Context: an optimization exercise on an open-source flow, tuned for small area. The choices shown serve that exercise and are no tape-out recipe.
The RTL was checked by simulation tests, not by an equivalence proof against the original design.
No activity file was given, so power comes from the tool's default toggle rates.

## flow/design.v (module list and top-level ports; edited modules follow where they fit)
// module ROM: 437 lines
// module DECODER: 46 lines
// module SINCRONIZADOR: 79 lines
// module SIMBOLOS: 101 lines
// module HOURNUMBERS: 178 lines
// module DATENUMBERS: 177 lines
// module TIMERNUMBERS: 176 lines
// module RING: 103 lines
// module SQUARE: 460 lines
// module TEXTO: 115 lines
// module SELECCIONADOR_RGB: 70 lines
// module VGATOP: 141 lines
module VGATOP(
	input wire clk,reset,
	input activar_alarma,
  	output wire hsync, vsync,
  	output wire [11:0] rgb,
	input [7:0] hour_in1,
	input programar_on,
	input [3:0] direccion_actual_pantalla
);
  // ...
==> flow/run.sh <==
#!/bin/bash
# synth_recipe.tcl (not shown) runs the flow's synth.tcl, then flattens the netlist and writes it again
# the make line also repeats each setting of config.mk as NAME=value (left out here)
make -C /OpenROAD-flow-scripts/flow DESIGN_CONFIG=/design/flow/config.mk WORK_HOME=/design/flow/orfs CLKGATE_MAP_FILE= SYNTH_SCRIPT=/design/flow/synth_recipe.tcl finish
==> flow/config.mk <==
export PLATFORM = sky130hd
export DESIGN_NAME = VGATOP
export DESIGN_NICKNAME = VGATOP
export VERILOG_FILES = /design/flow/design.v
export SDC_FILE = /design/flow/constraint.sdc
export NUM_CORES = 4
export LEC_CHECK = 0
export CAP_MARGIN = 20
export CORE_MARGIN = 2
export CORE_UTILIZATION = 40
export SLEW_MARGIN = 20
==> flow/constraint.sdc <==
create_clock -name core_clock -period 10.0 [get_ports {clk}]
set_input_delay 2.0000 -clock core_clock [delete_from_list [all_inputs] [get_ports {clk}]]
set_output_delay 2.0000 -clock core_clock [all_outputs]
set_load 0.01 [all_outputs]
==> impl_results.md, run 1 <==
* Comb pwr at 0.0755 mW
* Status: complete, no violations
* First-pass GRT wire length at 86.1 mm
* Non-clk invs at 64
* Ys Warns at 12
* Critical path arrival at 4.95 ns
* FMAX at 0.215 GHz
* FF-to-FF setup slack at 6.21 ns
* Buf/Inv on CP at 3
* Resize count post-CTS at 0
* # setup viols final at 0
* Seq. cell area at 3620 µm²
* Final Hold Slack at 0.409 ns
* Setup_tns at 0 ns
* Largest family of logic cells by synthesized area: compound AO/OA/AOI/OAI gates
* Number of flops mapped to enable cells by yosys at 0
* Via Count at 18022
* Count leader, synth: nor2_1
* GR Util met3 at between 3 and 4%
* Uppermost layer routed: met5
* Initial core utilization at 40.3%
* Seq. pwr at 0.744 mW
* Simple-Gate Fraction of Synth Area at 30.5%
* Post-synthesis compound-gate area fraction at 32.1%
* Multi-In Gates at 1959
* Clock net power at 0.687 mW
* Critical path origin: reset
* Sequential cell area share at between 20% and 30%
* Gate power share at 5.0%
* CTS tree: yes
* R2R depth at 10
* Psw at 0.381 mW
==> module VGATOP, before the edit <==
module VGATOP(
	input wire clk,reset,
	input activar_alarma,
  	output wire hsync, vsync,
  	output wire [11:0] rgb,
	input [7:0] hour_in1,
	input programar_on,
	input [3:0] direccion_actual_pantalla
);
wire [7:0] fecha_in1,fecha_in2,fecha_in3;
wire [7:0] timer_in1,timer_in2,timer_in3;
wire [7:0] hour_in2,hour_in3;
assign fecha_in1= hour_in1;
assign fecha_in2= hour_in1;
assign fecha_in3= hour_in1;
assign timer_in1= hour_in1;
assign timer_in2= hour_in1;
assign timer_in3= hour_in1;
assign hour_in2=hour_in1;
assign hour_in3=hour_in1;
  wire [9:0] pixel_y,pixel_x;
  wire video_on , pixel_tick;
  reg [11:0] rgb_reg;
  wire [11:0] rgb_next;
  wire [11:0] rgb_ring,rgb_letra,rgb_bordes;
  reg [11:0] rgb_ring_reg;
  reg [11:0]rgb_letra_reg;
  reg [11:0]rgb_bordes_reg;
  wire [11:0] rgb_ring_next,rgb_letra_next,rgb_bordes_next;
  wire [11:0] rgb_numero_hora;
  wire [11:0] rgb_numero_hora_next;
  reg [11:0] rgb_numero_hora_reg;
  wire [11:0] rgb_numero_fecha;
  wire [11:0] rgb_numero_fecha_next;
  reg [11:0] rgb_numero_fecha_reg;
  wire [11:0] rgb_numero_timer;
  wire [11:0] rgb_numero_timer_next;
  reg [11:0] rgb_numero_timer_reg;
	wire [11:0] rgb_simbolo;
	wire [11:0] rgb_simbolo_next;
	reg [11:0] rgb_simbolo_reg;
wire okh,okf,okt,oksimbolo,okring;
SIMBOLOS simb(.okmaquina(oksimbolo),
.pix_y(pixel_y),.pix_x(pixel_x),
.video_on(video_on),
.clk(clk),.reset(reset),
.rgbtext(rgb_simbolo_next)
);
HOURNUMBERS horasvga(
 .okmaquina(okh),
 .pix_y(pixel_y), .pix_x(pixel_x),
 .video_on(video_on),.programar_on(programar_on),
 .direccion_actual_pantalla(direccion_actual_pantalla),
 .clk(clk),.reset(reset),
 .rgbtext(rgb_numero_hora_next),
 .hour_in1(hour_in1),.hour_in2(hour_in2),.hour_in3(hour_in3)
 );
 DATENUMBERS datevg(
	.okmaquina(okf),
  .pix_y(pixel_y), .pix_x(pixel_x),
  .video_on(video_on),.programar_on(programar_on),
  .direccion_actual_pantalla(direccion_actual_pantalla),
  .clk(clk),.reset(reset),
  .rgbtext(rgb_numero_fecha_next),
  .fecha_in1(fecha_in1),.fecha_in2(fecha_in2),.fecha_in3(fecha_in3)
  );
  TIMERNUMBERS cronovga(
	 .okmaquina(okt),
   .pix_y(pixel_y), .pix_x(pixel_x),
   .video_on(video_on),.programar_on(programar_on),
   .direccion_actual_pantalla(direccion_actual_pantalla),
   .clk(clk),.reset(reset),
   .rgbtext(rgb_numero_timer_next),
   .timer_in1(timer_in1),.timer_in2(timer_in2),.timer_in3(timer_in3)
   );
SINCRONIZADOR sync(.clk(clk),
.reset(reset),
.hsync(hsync),
.vsync(vsync),
.video_activado(video_on),
.instante_pulso(pixel_tick),
.pixel_x(pixel_x),
.pixel_y(pixel_y)
);
RING finish(.activar_alarma(activar_alarma),
.okmaquina(okring),
.pix_y(pixel_y),
.pix_x(pixel_x),
.video_on(video_on),
.clk(clk),
.reset(reset),
.rgbtext(rgb_ring_next)
);
SQUARE sq(
.pix_y(pixel_y),.pix_x(pixel_x),
.video_on(video_on),
.reset(reset),
.rgbtext(rgb_bordes_next)
);
TEXTO texto(
.pix_y(pixel_y),.pix_x(pixel_x),
.video_on(video_on),
.clk(clk),.reset(reset),
.rgbtext(rgb_letra_next)
);
SELECCIONADOR_RGB selector(.clk(clk),.video_on(video_on),.reset(reset),.pix_x(pixel_x),.pix_y(pixel_y),
.rgb_numero_hora(rgb_numero_hora),.rgb_numero_fecha(rgb_numero_fecha),.rgb_numero_timer(rgb_numero_timer),
.rgb_ring(rgb_ring),.rgb_letra(rgb_letra),.rgb_simbolo(rgb_simbolo),
.rgb_bordes(rgb_bordes),.rgb_screen(rgb_next),
.okh(okh),.okf(okf),.okt(okt),.oksimbolo(oksimbolo),.okring(okring)
);
always @(posedge clk)
if(reset)begin
	rgb_reg <= 0;
  rgb_numero_hora_reg<=0;
  rgb_numero_fecha_reg<=0;
  rgb_numero_timer_reg<=0;
  rgb_ring_reg<=0;
  rgb_letra_reg<=0;
  rgb_bordes_reg<=0;
	rgb_simbolo_reg<=0;
end
else if(pixel_tick) begin
  rgb_reg <= rgb_next;
  rgb_numero_hora_reg<=rgb_numero_hora_next;
  rgb_numero_fecha_reg<=rgb_numero_fecha_next;
  rgb_numero_timer_reg<=rgb_numero_timer_next;
  rgb_ring_reg<=rgb_ring_next;
  rgb_letra_reg<=rgb_letra_next;
  rgb_bordes_reg<=rgb_bordes_next;
	rgb_simbolo_reg<=rgb_simbolo_next;
  end
assign rgb_simbolo=rgb_simbolo_reg;
assign rgb=rgb_reg;
assign rgb_numero_hora=rgb_numero_hora_reg;
assign rgb_numero_fecha=rgb_numero_fecha_reg;
assign rgb_numero_timer=rgb_numero_timer_reg;
assign rgb_ring=rgb_ring_reg;
assign rgb_letra=rgb_letra_reg;
assign rgb_bordes = rgb_bordes_reg;
endmodule
==> run 2: changes to the inputs <==
==> flow/design.v (replaced) <==
module ROM_DIGIT(input wire [3:0] nib, input wire [3:0] row, output reg [7:0] data);
always @* begin
  case ({nib, row})
    8'h01: data = 8'b00111100;
    8'h02: data = 8'b01000010;
    8'h03: data = 8'b01000010;
    8'h04: data = 8'b01000010;
    8'h05: data = 8'b01000010;
    8'h06: data = 8'b01000010;
    8'h07: data = 8'b01000010;
    8'h08: data = 8'b01000010;
    8'h09: data = 8'b01000010;
    8'h0a: data = 8'b01000010;
    8'h0b: data = 8'b01000010;
    8'h0c: data = 8'b01000010;
    8'h0d: data = 8'b00111100;
    8'h11: data = 8'b00010000;
    8'h12: data = 8'b00010000;
    8'h13: data = 8'b00010000;
    8'h14: data = 8'b00010000;
    8'h15: data = 8'b00010000;
    8'h16: data = 8'b00010000;
    8'h18: data = 8'b00010000;
    8'h19: data = 8'b00010000;
    8'h1a: data = 8'b00010000;
    8'h1b: data = 8'b00010000;
    8'h1c: data = 8'b00010000;
    8'h1d: data = 8'b00010000;
    8'h21: data = 8'b01111100;
    8'h22: data = 8'b00000010;
    8'h23: data = 8'b00000010;
    8'h24: data = 8'b00000010;
    8'h25: data = 8'b00000010;
    8'h26: data = 8'b00000010;
    8'h27: data = 8'b00111100;
    8'h28: data = 8'b01000000;
    8'h29: data = 8'b01000000;
    8'h2a: data = 8'b01000000;
    8'h2b: data = 8'b01000000;
    8'h2c: data = 8'b01000000;
    8'h2d: data = 8'b00111110;
    8'h31: data = 8'b01111100;
    8'h32: data = 8'b00000010;
    8'h33: data = 8'b00000010;
    8'h34: data = 8'b00000010;
    8'h35: data = 8'b00000010;
    8'h36: data = 8'b00000010;
    8'h37: data = 8'b01111100;
    8'h38: data = 8'b00000010;
    8'h39: data = 8'b00000010;
    8'h3a: data = 8'b00000010;
    8'h3b: data = 8'b00000010;
    8'h3c: data = 8'b00000010;
    8'h3d: data = 8'b01111100;
    8'h41: data = 8'b01000010;
    8'h42: data = 8'b01000010;
    8'h43: data = 8'b01000010;
    8'h44: data = 8'b01000010;
    8'h45: data = 8'b01000010;
    8'h46: data = 8'b01000010;
    8'h47: data = 8'b00111100;
    8'h48: data = 8'b00000010;
    8'h49: data = 8'b00000010;
    8'h4a: data = 8'b00000010;
    8'h4b: data = 8'b00000010;
    8'h4c: data = 8'b00000010;
    8'h4d: data = 8'b00000010;
    8'h51: data = 8'b00111110;
    8'h52: data = 8'b01000000;
    8'h53: data = 8'b01000000;
    8'h54: data = 8'b01000000;
    8'h55: data = 8'b01000000;
    8'h56: data = 8'b01000000;
    8'h57: data = 8'b00111100;
    8'h58: data = 8'b00000010;
    8'h59: data = 8'b00000010;
    8'h5a: data = 8'b00000010;
    8'h5b: data = 8'b00000010;
    8'h5c: data = 8'b00000010;
    8'h5d: data = 8'b01111100;
    8'h61: data = 8'b00111110;
    8'h62: data = 8'b01000000;
    8'h63: data = 8'b01000000;
    8'h64: data = 8'b01000000;
    8'h65: data = 8'b01000000;
    8'h66: data = 8'b01000000;
    8'h67: data = 8'b00111100;
    8'h68: data = 8'b01000010;
    8'h69: data = 8'b01000010;
    8'h6a: data = 8'b01000010;
    8'h6b: data = 8'b01000010;
    8'h6c: data = 8'b01000010;
    8'h6d: data = 8'b00111100;
    8'h71: data = 8'b01111100;
    8'h72: data = 8'b00000010;
    8'h73: data = 8'b00000010;
    8'h74: data = 8'b00000010;
    8'h75: data = 8'b00000010;
    8'h76: data = 8'b00000010;
    8'h77: data = 8'b00000010;
    8'h78: data = 8'b00000010;
    8'h79: data = 8'b00000010;
    8'h7a: data = 8'b00000010;
    8'h7b: data = 8'b00000010;
    8'h7c: data = 8'b00000010;
    8'h7d: data = 8'b00000010;
    8'h81: data = 8'b00111100;
    8'h82: data = 8'b01000010;
    8'h83: data = 8'b01000010;
    8'h84: data = 8'b01000010;
    8'h85: data = 8'b01000010;
    8'h86: data = 8'b01000010;
    8'h87: data = 8'b00111100;
    8'h88: data = 8'b01000010;
    8'h89: data = 8'b01000010;
    8'h8a: data = 8'b01000010;
    8'h8b: data = 8'b01000010;
    8'h8c: data = 8'b01000010;
    8'h8d: data = 8'b00111100;
    8'h91: data = 8'b00111100;
    8'h92: data = 8'b01000010;
    8'h93: data = 8'b01000010;
    8'h94: data = 8'b01000010;
    8'h95: data = 8'b01000010;
    8'h96: data = 8'b01000010;
    8'h97: data = 8'b00111100;
    8'h98: data = 8'b00000010;
    8'h99: data = 8'b00000010;
    8'h9a: data = 8'b00000010;
    8'h9b: data = 8'b00000010;
    8'h9c: data = 8'b00000010;
    8'h9d: data = 8'b00000010;
    default: data = 8'b00000000;
  endcase
end
endmodule
module ROM_GLYPH(input wire [3:0] code, input wire [3:0] row, output reg [7:0] data);
always @* begin
  case ({code, row})
    8'h01: data = 8'b00111110;
    8'h02: data = 8'b01000000;
    8'h03: data = 8'b01000000;
    8'h04: data = 8'b01000000;
    8'h05: data = 8'b01000000;
    8'h06: data = 8'b01000000;
    8'h07: data = 8'b00111110;
    8'h08: data = 8'b01000000;
    8'h09: data = 8'b01000000;
    8'h0a: data = 8'b01000000;
    8'h0b: data = 8'b01000000;
    8'h0c: data = 8'b01000000;
    8'h0d: data = 8'b01000000;
    8'h11: data = 8'b00111110;
    8'h12: data = 8'b01000000;
    8'h13: data = 8'b01000000;
    8'h14: data = 8'b01000000;
    8'h15: data = 8'b01000000;
    8'h16: data = 8'b01000000;
    8'h17: data = 8'b00111110;
    8'h18: data = 8'b01000000;
    8'h19: data = 8'b01000000;
    8'h1a: data = 8'b01000000;
    8'h1b: data = 8'b01000000;
    8'h1c: data = 8'b01000000;
    8'h1d: data = 8'b00111110;
    8'h21: data = 8'b00111110;
    8'h22: data = 8'b01000000;
    8'h23: data = 8'b01000000;
    8'h24: data = 8'b01000000;
    8'h25: data = 8'b01000000;
    8'h26: data = 8'b01000000;
    8'h27: data = 8'b01000000;
    8'h28: data = 8'b01000000;
    8'h29: data = 8'b01000000;
    8'h2a: data = 8'b01000000;
    8'h2b: data = 8'b01000000;
    8'h2c: data = 8'b01000000;
    8'h2d: data = 8'b00111110;
    8'h31: data = 8'b01000010;
    8'h32: data = 8'b01000010;
    8'h33: data = 8'b01000010;
    8'h34: data = 8'b01000010;
    8'h35: data = 8'b01000010;
    8'h36: data = 8'b01000010;
    8'h37: data = 8'b00111100;
    8'h38: data = 8'b01000010;
    8'h39: data = 8'b01000010;
    8'h3a: data = 8'b01000010;
    8'h3b: data = 8'b01000010;
    8'h3c: data = 8'b01000010;
    8'h3d: data = 8'b01000010;
    8'h41: data = 8'b00111100;
    8'h42: data = 8'b01000010;
    8'h43: data = 8'b01000010;
    8'h44: data = 8'b01000010;
    8'h45: data = 8'b01000010;
    8'h46: data = 8'b01000010;
    8'h47: data = 8'b01111110;
    8'h48: data = 8'b01000010;
    8'h49: data = 8'b01000010;
    8'h4a: data = 8'b01000010;
    8'h4b: data = 8'b01000010;
    8'h4c: data = 8'b01000010;
    8'h4d: data = 8'b01000010;
    8'h51: data = 8'b01111110;
    8'h52: data = 8'b00010000;
    8'h53: data = 8'b00010000;
    8'h54: data = 8'b00010000;
    8'h55: data = 8'b00010000;
    8'h56: data = 8'b00010000;
    8'h57: data = 8'b00010000;
    8'h58: data = 8'b00010000;
    8'h59: data = 8'b00010000;
    8'h5a: data = 8'b00010000;
    8'h5b: data = 8'b00010000;
    8'h5c: data = 8'b00010000;
    8'h5d: data = 8'b00010000;
    8'h61: data = 8'b01111110;
    8'h62: data = 8'b00010000;
    8'h63: data = 8'b00010000;
    8'h64: data = 8'b00010000;
    8'h65: data = 8'b00010000;
    8'h66: data = 8'b00010000;
    8'h67: data = 8'b00010000;
    8'h68: data = 8'b00010000;
    8'h69: data = 8'b00010000;
    8'h6a: data = 8'b00010000;
    8'h6b: data = 8'b00010000;
    8'h6c: data = 8'b00010000;
    8'h6d: data = 8'b01111110;
    8'h71: data = 8'b00111100;
    8'h72: data = 8'b01000010;
    8'h73: data = 8'b01000010;
    8'h74: data = 8'b01000010;
    8'h75: data = 8'b01000010;
    8'h76: data = 8'b01000010;
    8'h77: data = 8'b00111100;
    8'h78: data = 8'b01001100;
    8'h79: data = 8'b01000110;
    8'h7a: data = 8'b01000010;
    8'h7b: data = 8'b01000010;
    8'h7c: data = 8'b01000010;
    8'h7d: data = 8'b01000010;
    8'h81: data = 8'b01111110;
    8'h82: data = 8'b01000010;
    8'h83: data = 8'b01000010;
    8'h84: data = 8'b01000010;
    8'h85: data = 8'b01000010;
    8'h86: data = 8'b01000010;
    8'h87: data = 8'b01000010;
    8'h88: data = 8'b01000010;
    8'h89: data = 8'b01000010;
    8'h8a: data = 8'b01000010;
    8'h8b: data = 8'b01000010;
    8'h8c: data = 8'b01000010;
    8'h8d: data = 8'b01111110;
    8'h91: data = 8'b01000010;
    8'h92: data = 8'b01100110;
    8'h93: data = 8'b01011010;
    8'h94: data = 8'b01011010;
    8'h95: data = 8'b01000010;
    8'h96: data = 8'b01000010;
    8'h97: data = 8'b01000010;
    8'h98: data = 8'b01000010;
    8'h99: data = 8'b01000010;
    8'h9a: data = 8'b01000010;
    8'h9b: data = 8'b01000010;
    8'h9c: data = 8'b01000010;
    8'h9d: data = 8'b01000010;
    8'ha5: data = 8'b00110000;
    8'hab: data = 8'b00110000;
    8'hb0: data = 8'b00000100;
    8'hb1: data = 8'b00000100;
    8'hb2: data = 8'b00001100;
    8'hb3: data = 8'b00001000;
    8'hb4: data = 8'b00001000;
    8'hb5: data = 8'b00011000;
    8'hb6: data = 8'b00010000;
    8'hb7: data = 8'b00010000;
    8'hb8: data = 8'b00110000;
    8'hb9: data = 8'b00100000;
    8'hba: data = 8'b00100000;
    8'hbb: data = 8'b01100000;
    8'hbc: data = 8'b01100000;
    8'hbd: data = 8'b01000000;
    8'hbe: data = 8'b01000000;
    8'hbf: data = 8'b01000000;
    8'hc5: data = 8'b10010010;
    8'hc6: data = 8'b10010010;
    8'hc7: data = 8'b10010010;
    8'hc9: data = 8'b10010010;
    8'hd4: data = 8'b00111000;
    8'hd5: data = 8'b01111100;
    8'hd6: data = 8'b11111110;
    8'hd7: data = 8'b11111110;
    8'hd8: data = 8'b11111110;
    8'hd9: data = 8'b01111100;
    8'hda: data = 8'b00111000;
    default: data = 8'b00000000;
  endcase
end
endmodule
module SQUARE(
	input [9:0] pix_y, pix_x,
	input wire video_on,
	output reg [3:0] code
);
	 localparam MAX_Y= 480;
	 localparam MAX_X= 640;
	localparam grande1v_left=169;
	localparam grande1v_right=173;
	localparam grande1v_y_t = 40;
	localparam grande1v_y_b = 150;
	wire  grande1v_on;
	assign grande1v_on = (grande1v_left<=pix_x) && (pix_x<=grande1v_right) &&
	(grande1v_y_t<=pix_y) && (pix_y<=grande1v_y_b);
	localparam grande2v_left=530;
	localparam grande2v_right=534;
	localparam grande2v_y_t = 40;
	localparam grande2v_y_b = 150;
	wire  grande2v_on;
	assign grande2v_on = (grande2v_left<=pix_x) && (pix_x<=grande2v_right) &&
	(grande2v_y_t<=pix_y) && (pix_y<=grande2v_y_b);
	localparam grande1h_left=174;
	localparam grande1h_right=529;
	localparam grande1h_y_t = 40;
	localparam grande1h_y_b = 44;
	wire  grande1h_on;
	assign grande1h_on = (grande1h_left<=pix_x) && (pix_x<=grande1h_right) &&
	(grande1h_y_t<=pix_y) && (pix_y<=grande1h_y_b);
	localparam grande2h_left=174;
	localparam grande2h_right=529;
	localparam grande2h_y_t = 146;
	localparam grande2h_y_b = 150;
	wire  grande2h_on;
	assign grande2h_on = (grande2h_left<=pix_x) && (pix_x<=grande2h_right) &&
	(grande2h_y_t<=pix_y) && (pix_y<=grande2h_y_b);
	localparam grandef1v_left=140;
	localparam grandef1v_right=144;
	localparam grandef1v_y_t = 175;
	localparam grandef1v_y_b = 275;
	wire  grandef1v_on;
	assign grandef1v_on = (grandef1v_left<=pix_x) && (pix_x<=grandef1v_right) &&
	(grandef1v_y_t<=pix_y) && (pix_y<=grandef1v_y_b);
	localparam grandef2v_left=564;
	localparam grandef2v_right=568;
	localparam grandef2v_y_t = 175;
	localparam grandef2v_y_b = 275;
	wire  grandef2v_on;
	assign grandef2v_on = (grandef2v_left<=pix_x) && (pix_x<=grandef2v_right) &&
	(grandef2v_y_t<=pix_y) && (pix_y<=grandef2v_y_b);
	localparam grandef1h_left=145;
	localparam grandef1h_right=563;
	localparam grandef1h_y_t = 175;
	localparam grandef1h_y_b = 179;
	wire  grandef1h_on;
	assign grandef1h_on = (grandef1h_left<=pix_x) && (pix_x<=grandef1h_right) &&
	(grandef1h_y_t<=pix_y) && (pix_y<=grandef1h_y_b);
	localparam grandef2h_left=145;
	localparam grandef2h_right=563;
	localparam grandef2h_y_t = 271;
	localparam grandef2h_y_b = 275;
	wire  grandef2h_on;
	assign grandef2h_on = (grandef2h_left<=pix_x) && (pix_x<=grandef2h_right) &&
	(grandef2h_y_t<=pix_y) && (pix_y<=grandef2h_y_b);
	localparam grandec1v_left=169;
	localparam grandec1v_right=173;
	localparam grandec1v_y_t = 298;
	localparam grandec1v_y_b = 410;
	wire  grandec1v_on;
	assign grandec1v_on = (grandec1v_left<=pix_x) && (pix_x<=grandec1v_right) &&
	(grandec1v_y_t<=pix_y) && (pix_y<=grandec1v_y_b);
	localparam grandec2v_left=530;
	localparam grandec2v_right=534;
	localparam grandec2v_y_t = 298;
	localparam grandec2v_y_b = 410;
	wire  grandec2v_on;
	assign grandec2v_on = (grandec2v_left<=pix_x) && (pix_x<=grandec2v_right) &&
	(grandec2v_y_t<=pix_y) && (pix_y<=grandec2v_y_b);
	localparam grandec1h_left=174;
	localparam grandec1h_right=529;
	localparam grandec1h_y_t = 298;
	localparam grandec1h_y_b = 302;
	wire  grandec1h_on;
	assign grandec1h_on = (grandec1h_left<=pix_x) && (pix_x<=grandec1h_right) &&
	(grandec1h_y_t<=pix_y) && (pix_y<=grandec1h_y_b);
	localparam grandec2h_left=174;
	localparam grandec2h_right=529;
	localparam grandec2h_y_t = 406;
	localparam grandec2h_y_b = 410;
	wire  grandec2h_on;
	assign grandec2h_on = (grandec2h_left<=pix_x) && (pix_x<=grandec2h_right) &&
	(grandec2h_y_t<=pix_y) && (pix_y<=grandec2h_y_b);
	localparam media1v_left=179;
	localparam media1v_right=182;
	localparam media1v_y_t = 54;
	localparam media1v_y_b = 137;
	wire  media1v_on;
	assign media1v_on = (media1v_left<=pix_x) && (pix_x<=media1v_right) &&
	(media1v_y_t<=pix_y) && (pix_y<=media1v_y_b);
	localparam media2v_left=265;
	localparam media2v_right=268;
	localparam media2v_y_t = 54;
	localparam media2v_y_b = 137;
	wire  media2v_on;
	assign media2v_on = (media2v_left<=pix_x) && (pix_x<=media2v_right) &&
	(media2v_y_t<=pix_y) && (pix_y<=media2v_y_b);
	localparam media1h_left=183;
	localparam media1h_right=264;
	localparam media1h_y_t = 54;
	localparam media1h_y_b = 57;
	wire  media1h_on;
	assign media1h_on = (media1h_left<=pix_x) && (pix_x<=media1h_right) &&
	(media1h_y_t<=pix_y) && (pix_y<=media1h_y_b);
	localparam media2h_left=183;
	localparam media2h_right=264;
	localparam media2h_y_t = 134;
	localparam media2h_y_b = 137;
	wire  media2h_on;
	assign media2h_on = (media2h_left<=pix_x) && (pix_x<=media2h_right) &&
	(media2h_y_t<=pix_y) && (pix_y<=media2h_y_b);
	localparam media1v2_left=307;
	localparam media1v2_right=310;
	localparam media1v2_y_t = 54;  
	localparam media1v2_y_b = 137;
	wire  media1v2_on;
	assign media1v2_on = (media1v2_left<=pix_x) && (pix_x<=media1v2_right) &&
	(media1v2_y_t<=pix_y) && (pix_y<=media1v2_y_b);
	localparam media2v2_left=393;
	localparam media2v2_right=396;
	localparam media2v2_y_t = 54;
	localparam media2v2_y_b = 137;
	wire  media2v2_on;
	assign media2v2_on = (media2v2_left<=pix_x) && (pix_x<=media2v2_right) &&
	(media2v2_y_t<=pix_y) && (pix_y<=media2v2_y_b);
	localparam media1h2_left=307;
	localparam media1h2_right=392;
	localparam media1h2_y_t = 54;
	localparam media1h2_y_b = 57;
	wire  media1h2_on;
	assign media1h2_on = (media1h2_left<=pix_x) && (pix_x<=media1h2_right) &&
	(media1h2_y_t<=pix_y) && (pix_y<=media1h2_y_b);
	localparam media2h2_left=307;
	localparam media2h2_right=392;
	localparam media2h2_y_t = 134;  
	localparam media2h2_y_b = 137;
	wire  media2h2_on;
	assign media2h2_on = (media2h2_left<=pix_x) && (pix_x<=media2h2_right) &&
	(media2h2_y_t<=pix_y) && (pix_y<=media2h2_y_b);
	localparam media1v3_left=435;
	localparam media1v3_right=438;
	localparam media1v3_y_t = 54;  
	localparam media1v3_y_b = 137;
	wire  media1v3_on;
	assign media1v3_on = (media1v3_left<=pix_x) && (pix_x<=media1v3_right) &&
	(media1v3_y_t<=pix_y) && (pix_y<=media1v3_y_b);
	localparam media2v3_left=521;
	localparam media2v3_right=523;
	localparam media2v3_y_t = 54;
	localparam media2v3_y_b = 137;
	wire  media2v3_on;
	assign media2v3_on = (media2v3_left<=pix_x) && (pix_x<=media2v3_right) &&
	(media2v3_y_t<=pix_y) && (pix_y<=media2v3_y_b);
	localparam media1h3_left=436;
	localparam media1h3_right=520;
	localparam media1h3_y_t = 54;
	localparam media1h3_y_b = 57;
	wire  media1h3_on;
	assign media1h3_on = (media1h3_left<=pix_x) && (pix_x<=media1h3_right) &&
	(media1h3_y_t<=pix_y) && (pix_y<=media1h3_y_b);
	localparam media2h3_left=436;
	localparam media2h3_right=520;
	localparam media2h3_y_t = 134;  
	localparam media2h3_y_b = 137;
	wire  media2h3_on;
	assign media2h3_on = (media2h3_left<=pix_x) && (pix_x<=media2h3_right) &&
	(media2h3_y_t<=pix_y) && (pix_y<=media2h3_y_b);
	localparam fecha1v_left=150;
	localparam fecha1v_right=153;
	localparam fecha1v_y_t = 182;
	localparam fecha1v_y_b = 265;
	wire  fecha1v_on;
	assign fecha1v_on = (fecha1v_left<=pix_x) && (pix_x<=fecha1v_right) &&
	(fecha1v_y_t<=pix_y) && (pix_y<=fecha1v_y_b);
	localparam fecha2v_left=232;
	localparam fecha2v_right=235;
	localparam fecha2v_y_t = 182;  
	localparam fecha2v_y_b = 265;
	wire  fecha2v_on;
	assign fecha2v_on = (fecha2v_left<=pix_x) && (pix_x<=fecha2v_right) &&
	(fecha2v_y_t<=pix_y) && (pix_y<=fecha2v_y_b);
	localparam fecha1h_left=154;
	localparam fecha1h_right=231;
	localparam fecha1h_y_t = 182;  
	localparam fecha1h_y_b = 185;
	wire  fecha1h_on;
	assign fecha1h_on = (fecha1h_left<=pix_x) && (pix_x<=fecha1h_right) &&
	(fecha1h_y_t<=pix_y) && (pix_y<=fecha1h_y_b);
	localparam fecha2h_left=154;
	localparam fecha2h_right=231;
	localparam fecha2h_y_t = 262;  
	localparam fecha2h_y_b = 265;
	wire  fecha2h_on;
	assign fecha2h_on = (fecha2h_left<=pix_x) && (pix_x<=fecha2h_right) &&
	(fecha2h_y_t<=pix_y) && (pix_y<=fecha2h_y_b);
	localparam fecha1v2_left=307;
	localparam fecha1v2_right=310;
	localparam fecha1v2_y_t = 182;   
	localparam fecha1v2_y_b = 265;
	wire  fecha1v2_on;
	assign fecha1v2_on = (fecha1v2_left<=pix_x) && (pix_x<=fecha1v2_right) &&
	(fecha1v2_y_t<=pix_y) && (pix_y<=fecha1v2_y_b);
	localparam fecha2v2_left=389;
	localparam fecha2v2_right=392;
	localparam fecha2v2_y_t = 182;
	localparam fecha2v2_y_b = 265;
	wire  fecha2v2_on;
	assign fecha2v2_on = (fecha2v2_left<=pix_x) && (pix_x<=fecha2v2_right) &&
	(fecha2v2_y_t<=pix_y) && (pix_y<=fecha2v2_y_b);
	localparam fecha1h2_left=311;
	localparam fecha1h2_right=388;
	localparam fecha1h2_y_t = 182; 
	localparam fecha1h2_y_b = 185;
	wire  fecha1h2_on;
	assign fecha1h2_on = (fecha1h2_left<=pix_x) && (pix_x<=fecha1h2_right) &&
	(fecha1h2_y_t<=pix_y) && (pix_y<=fecha1h2_y_b);
	localparam fecha2h2_left=311;
	localparam fecha2h2_right=388;
	localparam fecha2h2_y_t = 262; 
	localparam fecha2h2_y_b = 265;
	wire  fecha2h2_on;
	assign fecha2h2_on = (fecha2h2_left<=pix_x) && (pix_x<=fecha2h2_right) &&
	(fecha2h2_y_t<=pix_y) && (pix_y<=fecha2h2_y_b);
	localparam fecha1v3_left=469;
	localparam fecha1v3_right=472;
	localparam fecha1v3_y_t = 182;  
	localparam fecha1v3_y_b = 265;
	wire  fecha1v3_on;
	assign fecha1v3_on = (fecha1v3_left<=pix_x) && (pix_x<=fecha1v3_right) &&
	(fecha1v3_y_t<=pix_y) && (pix_y<=fecha1v3_y_b);
	localparam fecha2v3_left=552;
	localparam fecha2v3_right=555;
	localparam fecha2v3_y_t = 182;
	localparam fecha2v3_y_b = 265;
	wire  fecha2v3_on;
	assign fecha2v3_on = (fecha2v3_left<=pix_x) && (pix_x<=fecha2v3_right) &&
	(fecha2v3_y_t<=pix_y) && (pix_y<=fecha2v3_y_b);
	localparam fecha1h3_left=473;
	localparam fecha1h3_right=551;
	localparam fecha1h3_y_t = 182; 
	localparam fecha1h3_y_b = 185;
	wire  fecha1h3_on;
	assign fecha1h3_on = (fecha1h3_left<=pix_x) && (pix_x<=fecha1h3_right) &&
	(fecha1h3_y_t<=pix_y) && (pix_y<=fecha1h3_y_b);
	localparam fecha2h3_left=473;
	localparam fecha2h3_right=551;
	localparam fecha2h3_y_t = 262; 
	localparam fecha2h3_y_b = 265;
	wire  fecha2h3_on;
	assign fecha2h3_on = (fecha2h3_left<=pix_x) && (pix_x<=fecha2h3_right) &&
	(fecha2h3_y_t<=pix_y) && (pix_y<=fecha2h3_y_b);
	localparam crono1v_left=179;
	localparam crono1v_right=182;
	localparam crono1v_y_t = 310;
	localparam crono1v_y_b = 393;
	wire  crono1v_on;
	assign crono1v_on = (crono1v_left<=pix_x) && (pix_x<=crono1v_right) &&
	(crono1v_y_t<=pix_y) && (pix_y<=crono1v_y_b);
	localparam crono2v_left=265;
	localparam crono2v_right=268;
	localparam crono2v_y_t = 310;
	localparam crono2v_y_b = 393;
	wire  crono2v_on;
	assign crono2v_on = (crono2v_left<=pix_x) && (pix_x<=crono2v_right) &&
	(crono2v_y_t<=pix_y) && (pix_y<=crono2v_y_b);
	localparam crono1h_left=183;
	localparam crono1h_right=264;
	localparam crono1h_y_t = 310;
	localparam crono1h_y_b = 313;
	wire  crono1h_on;
	assign crono1h_on = (crono1h_left<=pix_x) && (pix_x<=crono1h_right) &&
	(crono1h_y_t<=pix_y) && (pix_y<=crono1h_y_b);
	localparam crono2h_left=183;
	localparam crono2h_right=264;
	localparam crono2h_y_t = 390;
	localparam crono2h_y_b = 393;
	wire  crono2h_on;
	assign crono2h_on = (crono2h_left<=pix_x) && (pix_x<=crono2h_right) &&
	(crono2h_y_t<=pix_y) && (pix_y<=crono2h_y_b);
	localparam crono1v2_left=307;
	localparam crono1v2_right=310;
	localparam crono1v2_y_t = 310;
	localparam crono1v2_y_b = 393;
	wire  crono1v2_on;
	assign crono1v2_on = (crono1v2_left<=pix_x) && (pix_x<=crono1v2_right) &&
	(crono1v2_y_t<=pix_y) && (pix_y<=crono1v2_y_b);
	localparam crono2v2_left=393;
	localparam crono2v2_right=396;
	localparam crono2v2_y_t = 310;
	localparam crono2v2_y_b = 393;
	wire  crono2v2_on;
	assign crono2v2_on = (crono2v2_left<=pix_x) && (pix_x<=crono2v2_right) &&
	(crono2v2_y_t<=pix_y) && (pix_y<=crono2v2_y_b);
	localparam crono1h2_left=307;
	localparam crono1h2_right=392;
	localparam crono1h2_y_t = 310;
	localparam crono1h2_y_b = 313;
	wire  crono1h2_on;
	assign crono1h2_on = (crono1h2_left<=pix_x) && (pix_x<=crono1h2_right) &&
	(crono1h2_y_t<=pix_y) && (pix_y<=crono1h2_y_b);
	localparam crono2h2_left=307;
	localparam crono2h2_right=392;
	localparam crono2h2_y_t = 390;
	localparam crono2h2_y_b = 393;
	wire  crono2h2_on;
	assign crono2h2_on = (crono2h2_left<=pix_x) && (pix_x<=crono2h2_right) &&
	(crono2h2_y_t<=pix_y) && (pix_y<=crono2h2_y_b);
	localparam crono1v3_left=435;
	localparam crono1v3_right=438;
	localparam crono1v3_y_t = 310;
	localparam crono1v3_y_b = 393;
	wire  crono1v3_on;
	assign crono1v3_on = (crono1v3_left<=pix_x) && (pix_x<=crono1v3_right) &&
	(crono1v3_y_t<=pix_y) && (pix_y<=crono1v3_y_b);
	localparam crono2v3_left=521;
	localparam crono2v3_right=523;
	localparam crono2v3_y_t = 310;
	localparam crono2v3_y_b = 393;
	wire  crono2v3_on;
	assign crono2v3_on = (crono2v3_left<=pix_x) && (pix_x<=crono2v3_right) &&
	(crono2v3_y_t<=pix_y) && (pix_y<=crono2v3_y_b);
	localparam crono1h3_left=436; 
	localparam crono1h3_right=520;
	localparam crono1h3_y_t = 310;
	localparam crono1h3_y_b = 313;
	wire  crono1h3_on;
	assign crono1h3_on = (crono1h3_left<=pix_x) && (pix_x<=crono1h3_right) &&
	(crono1h3_y_t<=pix_y) && (pix_y<=crono1h3_y_b);
	localparam crono2h3_left=436;
	localparam crono2h3_right=520;
	localparam crono2h3_y_t = 390;
	localparam crono2h3_y_b = 393;
	wire  crono2h3_on;
	assign crono2h3_on = (crono2h3_left<=pix_x) && (pix_x<=crono2h3_right) &&
	(crono2h3_y_t<=pix_y) && (pix_y<=crono2h3_y_b);
	localparam B1v2_left=28;
	localparam B1v2_right=30;
	localparam B1v2_y_t = 30;
	localparam B1v2_y_b = 157;
	wire  B1v2_on;
	assign B1v2_on = (B1v2_left<=pix_x) && (pix_x<=B1v2_right) &&
	(B1v2_y_t<=pix_y) && (pix_y<=B1v2_y_b);
	localparam B2v2_left=548;
	localparam B2v2_right=550;
	localparam B2v2_y_t = 30;
	localparam B2v2_y_b = 157;
	wire  B2v2_on;
	assign B2v2_on = (B2v2_left<=pix_x) && (pix_x<=B2v2_right) &&
	(B2v2_y_t<=pix_y) && (pix_y<=B2v2_y_b);
	localparam B1h2_left=31;
	localparam B1h2_right=547;
	localparam B1h2_y_t = 30;
	localparam B1h2_y_b = 32;
	wire  B1h2_on;
	assign B1h2_on = (B1h2_left<=pix_x) && (pix_x<=B1h2_right) &&
	(B1h2_y_t<=pix_y) && (pix_y<=B1h2_y_b);
	localparam B2h2_left=31;
	localparam B2h2_right=547;
	localparam B2h2_y_t = 155;
	localparam B2h2_y_b = 157;
	wire  B2h2_on;
	assign B2h2_on = (B2h2_left<=pix_x) && (pix_x<=B2h2_right) &&
	(B2h2_y_t<=pix_y) && (pix_y<=B2h2_y_b);
	localparam B1v2b_left=28;
	localparam B1v2b_right=30;
	localparam B1v2b_y_t = 165;
	localparam B1v2b_y_b = 285;
	wire  B1v2b_on;
	assign B1v2b_on = (B1v2b_left<=pix_x) && (pix_x<=B1v2b_right) &&
	(B1v2b_y_t<=pix_y) && (pix_y<=B1v2b_y_b);
	localparam B2v2b_left=578;
	localparam B2v2b_right=580;
	localparam B2v2b_y_t = 165;
	localparam B2v2b_y_b = 285;
	wire  B2v2b_on;
	assign B2v2b_on = (B2v2b_left<=pix_x) && (pix_x<=B2v2b_right) &&
	(B2v2b_y_t<=pix_y) && (pix_y<=B2v2b_y_b);
	localparam B1h2b_left=31;
	localparam B1h2b_right=577;
	localparam B1h2b_y_t = 165;
	localparam B1h2b_y_b = 167;
	wire  B1h2b_on;
	assign B1h2b_on = (B1h2b_left<=pix_x) && (pix_x<=B1h2b_right) &&
	(B1h2b_y_t<=pix_y) && (pix_y<=B1h2b_y_b);
	localparam B2h2b_left=31;
	localparam B2h2b_right=577;
	localparam B2h2b_y_t = 283;
	localparam B2h2b_y_b = 285;
	wire  B2h2b_on;
	assign B2h2b_on = (B2h2b_left<=pix_x) && (pix_x<=B2h2b_right) &&
	(B2h2b_y_t<=pix_y) && (pix_y<=B2h2b_y_b);
	localparam B1v2c_left=28;
	localparam B1v2c_right=30;
	localparam B1v2c_y_t = 290;
	localparam B1v2c_y_b = 420;
	wire  B1v2c_on;
	assign B1v2c_on = (B1v2c_left<=pix_x) && (pix_x<=B1v2c_right) &&
	(B1v2c_y_t<=pix_y) && (pix_y<=B1v2c_y_b);
	localparam B2v2c_left=545;
	localparam B2v2c_right=547;
	localparam B2v2c_y_t = 290;
	localparam B2v2c_y_b = 420;
	wire  B2v2c_on;
	assign B2v2c_on = (B2v2c_left<=pix_x) && (pix_x<=B2v2c_right) &&
	(B2v2c_y_t<=pix_y) && (pix_y<=B2v2c_y_b);
	localparam B1h2c_left=31;
	localparam B1h2c_right=544;
	localparam B1h2c_y_t = 290;
	localparam B1h2c_y_b = 292;
	wire  B1h2c_on;
	assign B1h2c_on = (B1h2c_left<=pix_x) && (pix_x<=B1h2c_right) &&
	(B1h2c_y_t<=pix_y) && (pix_y<=B1h2c_y_b);
	localparam B2h2c_left=31;
	localparam B2h2c_right=544;
	localparam B2h2c_y_t = 418;
	localparam B2h2c_y_b = 420;
	wire  B2h2c_on;
	assign B2h2c_on = (B2h2c_left<=pix_x) && (pix_x<=B2h2c_right) &&
	(B2h2c_y_t<=pix_y) && (pix_y<=B2h2c_y_b);
wire big = grandec2h_on | grandec1h_on | grandec1v_on |grandec2v_on | grandef2h_on | grandef1h_on | grandef2v_on | grandef1v_on | grande2h_on | grande1h_on | grande2v_on | grande1v_on;
wire mid = media1v_on | media2v_on | media1h_on | media2h_on |media1v2_on | media2v2_on|media1h2_on |media2h2_on |media1v3_on | media2v3_on|media1h3_on |media2h3_on |
	fecha1v_on | fecha2v_on | fecha1h_on | fecha2h_on |fecha1v2_on | fecha2v2_on | fecha1h2_on | fecha2h2_on |fecha1v3_on | fecha2v3_on | fecha1h3_on | fecha2h3_on |
	crono1v_on | crono2v_on | crono1h_on | crono2h_on |crono1v2_on | crono2v2_on | crono1h2_on | crono2h2_on |crono1v3_on | crono2v3_on | crono1h3_on | crono2h3_on;
wire outer = B2h2_on | B1h2_on |B1v2_on | B2v2_on|B2h2b_on | B1h2b_on |B1v2b_on | B2v2b_on|B2h2c_on | B1h2c_on |B1v2c_on | B2v2c_on;
always @*
	if (!video_on)  code = 4'b1111;
	else if (big)   code = 4'b0011;
	else if (mid)   code = 4'b0010;
	else if (outer) code = 4'b0110;
	else            code = 4'b0000;
endmodule
`timescale 1ns / 1ps
module VGATOP(
	input wire clk,reset,
	input activar_alarma,
	output wire hsync, vsync,
	output wire [11:0] rgb,
	input [7:0] hour_in1,
	input programar_on,
	input [3:0] direccion_actual_pantalla
);
function inr;
	input [9:0] v;
	input [9:0] lo, hi;
	inr = (v >= lo) && (v <= hi);
endfunction
reg [1:0] m;
reg [9:0] x, y;
wire hend = (x == 10'd799);
wire vend = (y == 10'd521);
reg hs_q, vs_q;
always @(posedge clk)
	if (reset) begin
		m <= 2'd0; x <= 10'd0; y <= 10'd0;
		hs_q <= 1'b0; vs_q <= 1'b0;
	end else begin
		m <= m + 2'd1;
		if (m == 2'd3) begin
			x <= hend ? 10'd0 : x + 10'd1;
			if (hend) y <= vend ? 10'd0 : y + 10'd1;
		end
		hs_q <= inr(x, 656, 751);
		vs_q <= inr(y, 510, 511);
	end
assign hsync = ~hs_q;
assign vsync = ~vs_q;
wire video = (x < 10'd640) && (y < 10'd480);
wire rowH = inr(y, 64, 127);
wire rowF = inr(y, 192, 255);
wire rowT = inr(y, 320, 383);
wire colHT = inr(x, 192, 255) | inr(x, 320, 383) | inr(x, 448, 511);
wire colF  = inr(x, 160, 223) | inr(x, 320, 383) | inr(x, 480, 543);
wire dig_on = ((rowH | rowT) & colHT) | (rowF & colF);
wire hi = rowF ? (x[5] ^ inr(x, 320, 383)) : ~x[5];
wire [3:0] nib = hi ? hour_in1[7:4] : hour_in1[3:0];
wire [7:0] dig_row;
ROM_DIGIT fdig(.nib(nib), .row(y[5:2]), .data(dig_row));
reg pb;
always @(posedge clk)
	pb <= dig_on & dig_row[~x[4:2]];
wire [1:0] rowc = rowH ? 2'd1 : rowF ? 2'd2 : 2'd3;
wire [1:0] pair = (x < 10'd288) ? 2'd0 : (x < 10'd416) ? 2'd1 : 2'd2;
wire [3:0] idx = {2'b00, pair} + (rowH ? 4'd0 : rowF ? 4'd3 : 4'd6);
wire red = programar_on & (direccion_actual_pantalla == idx);
reg pprog;
reg [2:0] e;
always @(posedge clk)
	if (reset) begin
		pprog <= 1'b1;
		e <= 3'b100;
	end else begin
		pprog <= programar_on;
		if (programar_on == pprog)
			e <= pb ? {red, rowc} : 3'b000;
	end
wire on_ring = inr(x, 608, 623) & rowT;
wire bola    = inr(x, 576, 607) & rowT;
reg okr, rs, en_r;
wire act = okr & activar_alarma;
always @(posedge clk)
	if (reset) begin
		okr <= 1'b0;
		rs <= 1'b0;
	end else begin
		if (on_ring | bola) okr <= 1'b1;
		if (act) rs <= on_ring ? 1'b0 : bola ? 1'b1 : ~rs;
	end
always @(posedge clk)
	if (m == 2'd0)
		en_r <= act & (rs ? bola : on_ring);
wire [7:0] ring_row;
ROM_GLYPH fring(.code(on_ring ? 4'd12 : 4'd13), .row(y[5:2]), .data(ring_row));
wire ring_bit = on_ring ? ring_row[~x[3:1]] : ring_row[~x[4:2]];
wire yw1 = inr(y, 64, 95);
wire yw2 = inr(y, 192, 223);
wire yw3 = inr(y, 320, 351);
reg [3:0] tcode;
always @* begin
	tcode = 4'd15;
	case (x[9:4])
		6'd3: if (yw2) tcode = 4'd0;                                    
		6'd4: if (yw1) tcode = 4'd3; else if (yw2) tcode = 4'd1; else if (yw3) tcode = 4'd5;  
		6'd5: if (yw1) tcode = 4'd8; else if (yw2) tcode = 4'd2; else if (yw3) tcode = 4'd6;  
		6'd6: if (yw1) tcode = 4'd7; else if (yw2) tcode = 4'd3; else if (yw3) tcode = 4'd9;  
		6'd7: if (yw1 | yw2) tcode = 4'd4; else if (yw3) tcode = 4'd1;    
		6'd8: if (yw3) tcode = 4'd7;                                    
		default: tcode = 4'd15;
	endcase
end
wire [7:0] txt_row;
ROM_GLYPH ftxt(.code(tcode), .row(y[4:1]), .data(txt_row));
wire txt_bit = txt_row[~x[3:1]];
wire rueda = (inr(x, 280, 287) | inr(x, 416, 423)) & (rowH | rowT);
wire barra = (inr(x, 416, 423) | inr(x, 256, 263)) & rowF;
wire [7:0] sym_row;
ROM_GLYPH fsym(.code(barra ? 4'd11 : 4'd10), .row(y[5:2]), .data(sym_row));
wire sym_bit = (rueda | barra) & sym_row[~x[2:0]];
wire [3:0] sq;
SQUARE fr(.pix_x(x), .pix_y(y), .video_on(video), .code(sq));
wire v_n = (x < 10'd639 && y < 10'd480) || (hend && (y < 10'd479 || vend));
wire digsel_n = ((rowH | rowT) & (inr(x, 191, 254) | inr(x, 319, 382) | inr(x, 447, 510))) |
                (rowF & (inr(x, 159, 222) | inr(x, 319, 382) | inr(x, 479, 542)));
wire word_n = (inr(y, 64, 95) & inr(x, 63, 126)) | (inr(y, 192, 223) & inr(x, 47, 126)) |
              (inr(y, 320, 351) & inr(x, 63, 142));
wire sym_n = ((inr(x, 415, 422) | inr(x, 255, 262)) & rowF) |
             ((inr(x, 279, 286) | inr(x, 415, 422)) & (rowH | rowT));
wire ring_n = inr(x, 575, 622) & rowT;
reg [3:0] dig_c;
always @*
	if (dig_on && e[1:0] != 2'd0 && e[1:0] == rowc)
		dig_c = e[2] ? 4'b1000 : 4'b0111;
	else if (dig_on && e == 3'b100)
		dig_c = 4'b1111;
	else
		dig_c = 4'b0000;
reg [3:0] s_n;
always @*
	if (!v_n)                 s_n = 4'b0000;
	else if (digsel_n)        s_n = dig_c;
	else if (word_n)          s_n = (tcode != 4'd15 && txt_bit) ? 4'b1111 : 4'b0000;
	else if (sym_n)           s_n = sym_bit ? 4'b0111 : 4'b0000;
	else if (ring_n)          s_n = (en_r && ring_bit) ? 4'b1000 : 4'b0000;
	else                      s_n = sq;
reg [3:0] nxt, cur;
always @(posedge clk)
	if (reset) begin
		nxt <= 4'd0;
		cur <= 4'd0;
	end else begin
		if (m == 2'd3) nxt <= s_n;
		if (m == 2'd2) cur <= nxt;
	end
wire g = cur[2] & cur[0];
assign rgb = {cur[3], cur[3], cur[3], cur[3], g, cur[2], g, g, cur[1], cur[0], cur[0], cur[1]};
endmodule
==> impl_results.md, run 2 <==
* Status: complete, no violations (unchanged)
* # port buffers at 29 (unchanged)
* Non-filler instance count after layout at 1195 (was 2826)
* Area after DPL at 7020 µm² (was 16600 µm²)
* Hold buffers post-CTS at 0 (unchanged)
* Hold Path Class: reg -> reg (unchanged)
* Maxcap violations at 0 (unchanged)
* DIE AREA at 18000 µm² (was 42500 µm²)
* Std cell rows at 47 (was 74)
* Synth Register Bits at 40 (was 181)
* ANT cells at 0 (unchanged)
* Gr usage total at 28.3% (was 24.8%)
* Psw at 0.0975 mW (was 0.381 mW)
* Initial antenna violation count at 1 (unchanged)
* FMAX at 0.240 GHz (was 0.215 GHz)
* Cts bufs inserted at 5 (was 17)
* Pre-CTS WS at 5.55 ns (was 4.88 ns)
* Unique cell type count in the Yosys netlist at 97 (was 91)
* Final hold vios at 0 (unchanged)
* Max Slew Vio Count at 0 (unchanged)
* Design Power at 0.392 mW (was 1.51 mW)
* Initial core utilization at 40.9% (was 40.3%)
* Number of global-route vias before repair at 7150 (was 16047)
* Slew headroom at 26.1% (was 29.8%)
* Via Count at 8112 (was 18022)
* Sw Ratio at 24.9% (was 25.3%)
* Synth cell count leaders: nor2_1 (117), nand2_1 (89), a21oi_1 (86), o21ai_0 (65), clkbuf_1 (44) (was nor2_1 (270), nand2_1 (245), a21oi_1 (225), o21ai_0 (186), dfxtp_1 (181))
* PD cells at 54.5 nW/µm² (was 87.4 nW/µm²)
* Initial DRT Pass Iterations at 6 (was 8)
* Pin count of the biggest net entering global routing at 49 (was 72)
* CTS H-tree lvls at 2 (was 4)
* Synth-to-Final Area Change at 6.19% (was 5.37%)
* Crit path kind: in -> reg (unchanged)
* First-pass GRT wire length at 40.9 mm (was 86.1 mm)
* End of the worst register-to-register path: nxt[2]$_SDFFE_PP0N_
* Util after Layout at 43.4% (was 42.4%)
* CP Data Required Time at 10.23 ns (was 10.31 ns)
* FF-to-FF setup slack at 5.96 ns (was 6.21 ns)
* Top Registers: x: 10 flops, y: 10 flops
* Ys async rst share at 0% (unchanged)
* Post-DRT Antenna Nets at 0 (unchanged)
* Count leader, synth: nor2_1 (unchanged)
* Remaining Overflow, GRT at 0 (unchanged)
* Gate power share at 8.1% (was 5.0%)
* Slew @ Worst Pin at 1.11 ns (was 1.05 ns)
* Min Tclk post-route at 4.17 ns (was 4.64 ns)
* Critical Path Fanout Max at 13 (was 71)
* Longest Clk Path Bufs at 2 (unchanged)
* Unrepaired setup endpoints after global routing: false (unchanged)
* Io pins at 30 (unchanged)
* Routed len/inst at 22.0 µm (was 19.1 µm)
* Seq/Total Area, Yosys at 12.0% (was 22.1%)
* Final Hold Slack at 0.447 ns (was 0.409 ns)
* Die height at 134 µm (was 206 µm)
* WL final at 26.3 mm (was 54.1 mm)
* Crit share post-route at 41.7% (was 46.4%)
* CTS tree: yes (unchanged)
* Vias per cell at 6.79 (was 6.38)
* RePlAce Congestion at 1.02 (was 0.956)
* Number of flops mapped to enable cells by yosys at 1 (was 0)
* Finished Cell Area at 7200 µm² (was 17200 µm²)
* Setup_tns at 0 ns (unchanged)
* Ys Warns at 4 (was 12)
* CP endpoint: pb$_DFF_P_
* Resize count post-CTS at 0 (unchanged)
* Final #Nets at 1016 (was 2327)
* Cell-internal power at 0.295 mW (was 1.13 mW)
* Mapped Cells at 1016 (was 2419)
* Max Clock Skew at 0.00989 ns (was 0.0121 ns)
* DP HPWL at 18.3 mm (was 37.9 mm)
* Commonest non-fill, non-tap cell in the layout: nor2_1 (unchanged)
* Worst r2r src: y[3]$_SDFFE_PP0P_ (was sync.h_contador_reg[1]$_SDFFE_PP0P_)
* # DRC at 0 (unchanged)
* Clock network power share at 50.2% (was 45.6%)
* CP startpoint kind: primary input (unchanged)
* Synth top area share at 11.5% (was 22.1%)
* Syn Std Cell Area at 6780 µm² (was 16400 µm²)
* Clock latency on the worst-skew pair at 0.30 ns (was 0.44 ns)
* Sequential power share at 41.7% (was 49.4%)
* Leading area contributor after synthesis: dfxtp_1 (unchanged)
* PnR worst setup slack at 5.83 ns (was 5.36 ns)
* First DRT Iteration DRCs at 1325 (was 2336)
* P_leak at 2.32 nW (was 5.82 nW)
* Largest vdd supply drop at 0.0592 mV (was 0.102 mV)
* CTS root buf: clkbuf_16 (unchanged)
* Hold depth at 1 (unchanged)
* Die Wd at 134 µm (was 206 µm)
* Kind of end point of the critical path: flip-flop (unchanged)
* Mean Syn Cell Area at 6.67 µm² (was 6.77 µm²)
* # setup viols final at 0 (unchanged)
* R2R depth at 10 (unchanged)
* CTS sink count at 40 (was 181)
* Clk slew on worst S/H paths at 0.07 ns (about the same)
* Most frequent cells in the layout: nor2_1 (117), nand2_1 (89), a21oi_1 (86) (was nor2_1 (270), nand2_1 (245), a21oi_1 (225))
* Synth top area cells: dfxtp_1 (12%), nor2_1 (6.5%), a21oi_1 (6.4%), nand2_1 (4.9%), o21ai_0 (4.8%) (was dfxtp_1 (22%), a21oi_1 (6.9%), nor2_1 (6.2%), o21ai_0 (5.7%), nand2_1 (5.6%))
* Core area at 16600 µm² (was 40600 µm²)
* Postcts setup bufs at 0 (unchanged)
* Critical path arrival at 4.39 ns (was 4.95 ns)
* Layout cells sized above 1 at 6.87% (was 4.84%)
* Critical path origin: hour_in1[0] (was reset)
* Mapped Nets at 1058 (was 2465)
* Top_reg_cell synth: dfxtp_1 (unchanged)
* Cells after DPL at 1187 (was 2794)
==> run 2: changes by cell type in the layout (fill, tap and decap cells not counted), sizes merged, moves of 31 or more <==
| cell | before | now |
|---|---|---|
| a21oi | 225 | 88 |
| a31oi | 57 | 16 |
| dfxtp | 181 | 39 |
| inv | 65 | 26 |
| mux2i | 61 | 15 |
| nand2 | 246 | 90 |
| nand2b | 57 | 26 |
| nand3 | 82 | 26 |
| nor2 | 271 | 118 |
| nor3 | 92 | 34 |
| o21ai | 193 | 68 |
==> run 2: logic make-up after synthesis <==
kind of cell,synth area share [%]
mux,2.73
fa+ha+maj,5.06
buf+inv,8.29
simple gates,35.9
compound gates,32.8
xor+xnor,3.23
flops,12.0
==> run 2: power groups by stage <==
stage                     clock network [mW]  registers [mW]  logic [mW]
after CTS                              0.198           0.163      0.0315
after global routing                   0.207           0.164      0.0347
after global placement                     0           0.167      0.0312
final                                  0.197           0.163      0.0319
after floorplan                            0           0.167      0.0182
after detailed placement                   0           0.167      0.0314
==> run 2: worst min path at each step <==
stage,end,slack (ns),from
detailed placement,m[0]$_SDFF_PP0_,0.44,m[0]$_SDFF_PP0_
floorplan,m[0]$_SDFF_PP0_,0.42,m[0]$_SDFF_PP0_
global placement,m[0]$_SDFF_PP0_,0.43,m[0]$_SDFF_PP0_
CTS,m[0]$_SDFF_PP0_,0.45,m[0]$_SDFF_PP0_
global route,m[0]$_SDFF_PP0_,0.50,m[0]$_SDFF_PP0_
finish,m[0]$_SDFF_PP0_,0.45,m[0]$_SDFF_PP0_
==> run 2: metal layers <==
metal	vias to the layer above	routed length [µm]	global-route usage (%)
met3	86	2780	5.10
met2	503	11200	41.3
met4	0	882	9.53
met5	-	0	0
li1	3714	-	-
met1	3809	11400	41.5
==> run 2: critical path, stage by stage <==
cell,delay (ns)
clkdlybuf4s50_1,0.44
a21boi_0,0.15
nor2_1,0.69
nor2_1,0.12
o311ai_0,0.37
o211ai_1,0.15
a211o_1,0.30
a41oi_1,0.19
==> run 2: layout make-up <==
cell class | instances | area, µm²
clock inverter | 3 | 46.3
sequential | 40 | 811
clock buffer | 5 | 125
inverter | 27 | 101
fill | 1791 | 9390
timing repair buffer | 48 | 433
tap | 220 | 275
multi-input combinational | 852 | 5400

==> re-timing with driven ports <==
The results above use ideal ports. As a check the final layouts listed here were re-extracted and re-timed, cells and wires unchanged.
Step 1 assumes that a clkbuf_16 drives the clock port and a buf_2 every other input.
Step 2 also shifts input and output timing later by t, the mid clock arrival at the registers, as if the neighbouring blocks saw the same clock.
a / b / c = ideal ports / drivers / drivers and shift; a / b = the first two.
| run | shift t [ns] | setup slack, ns | worst setup path after step 2 | worst slew at a driven data input, ns |
|---|---|---|---|---|
| run 1 | 0.491 | 5.356 / 5.386 / 4.895 | input to register | 0.10 |
| run 2 | 0.338 | 5.834 / 5.845 / 5.507 | input to register | 0.04 |
After both steps setup and hold are still met in every run listed. The setup slack of run 1, which loses most, moves by +0.030 ns with the drivers and by -0.461 ns with both steps.
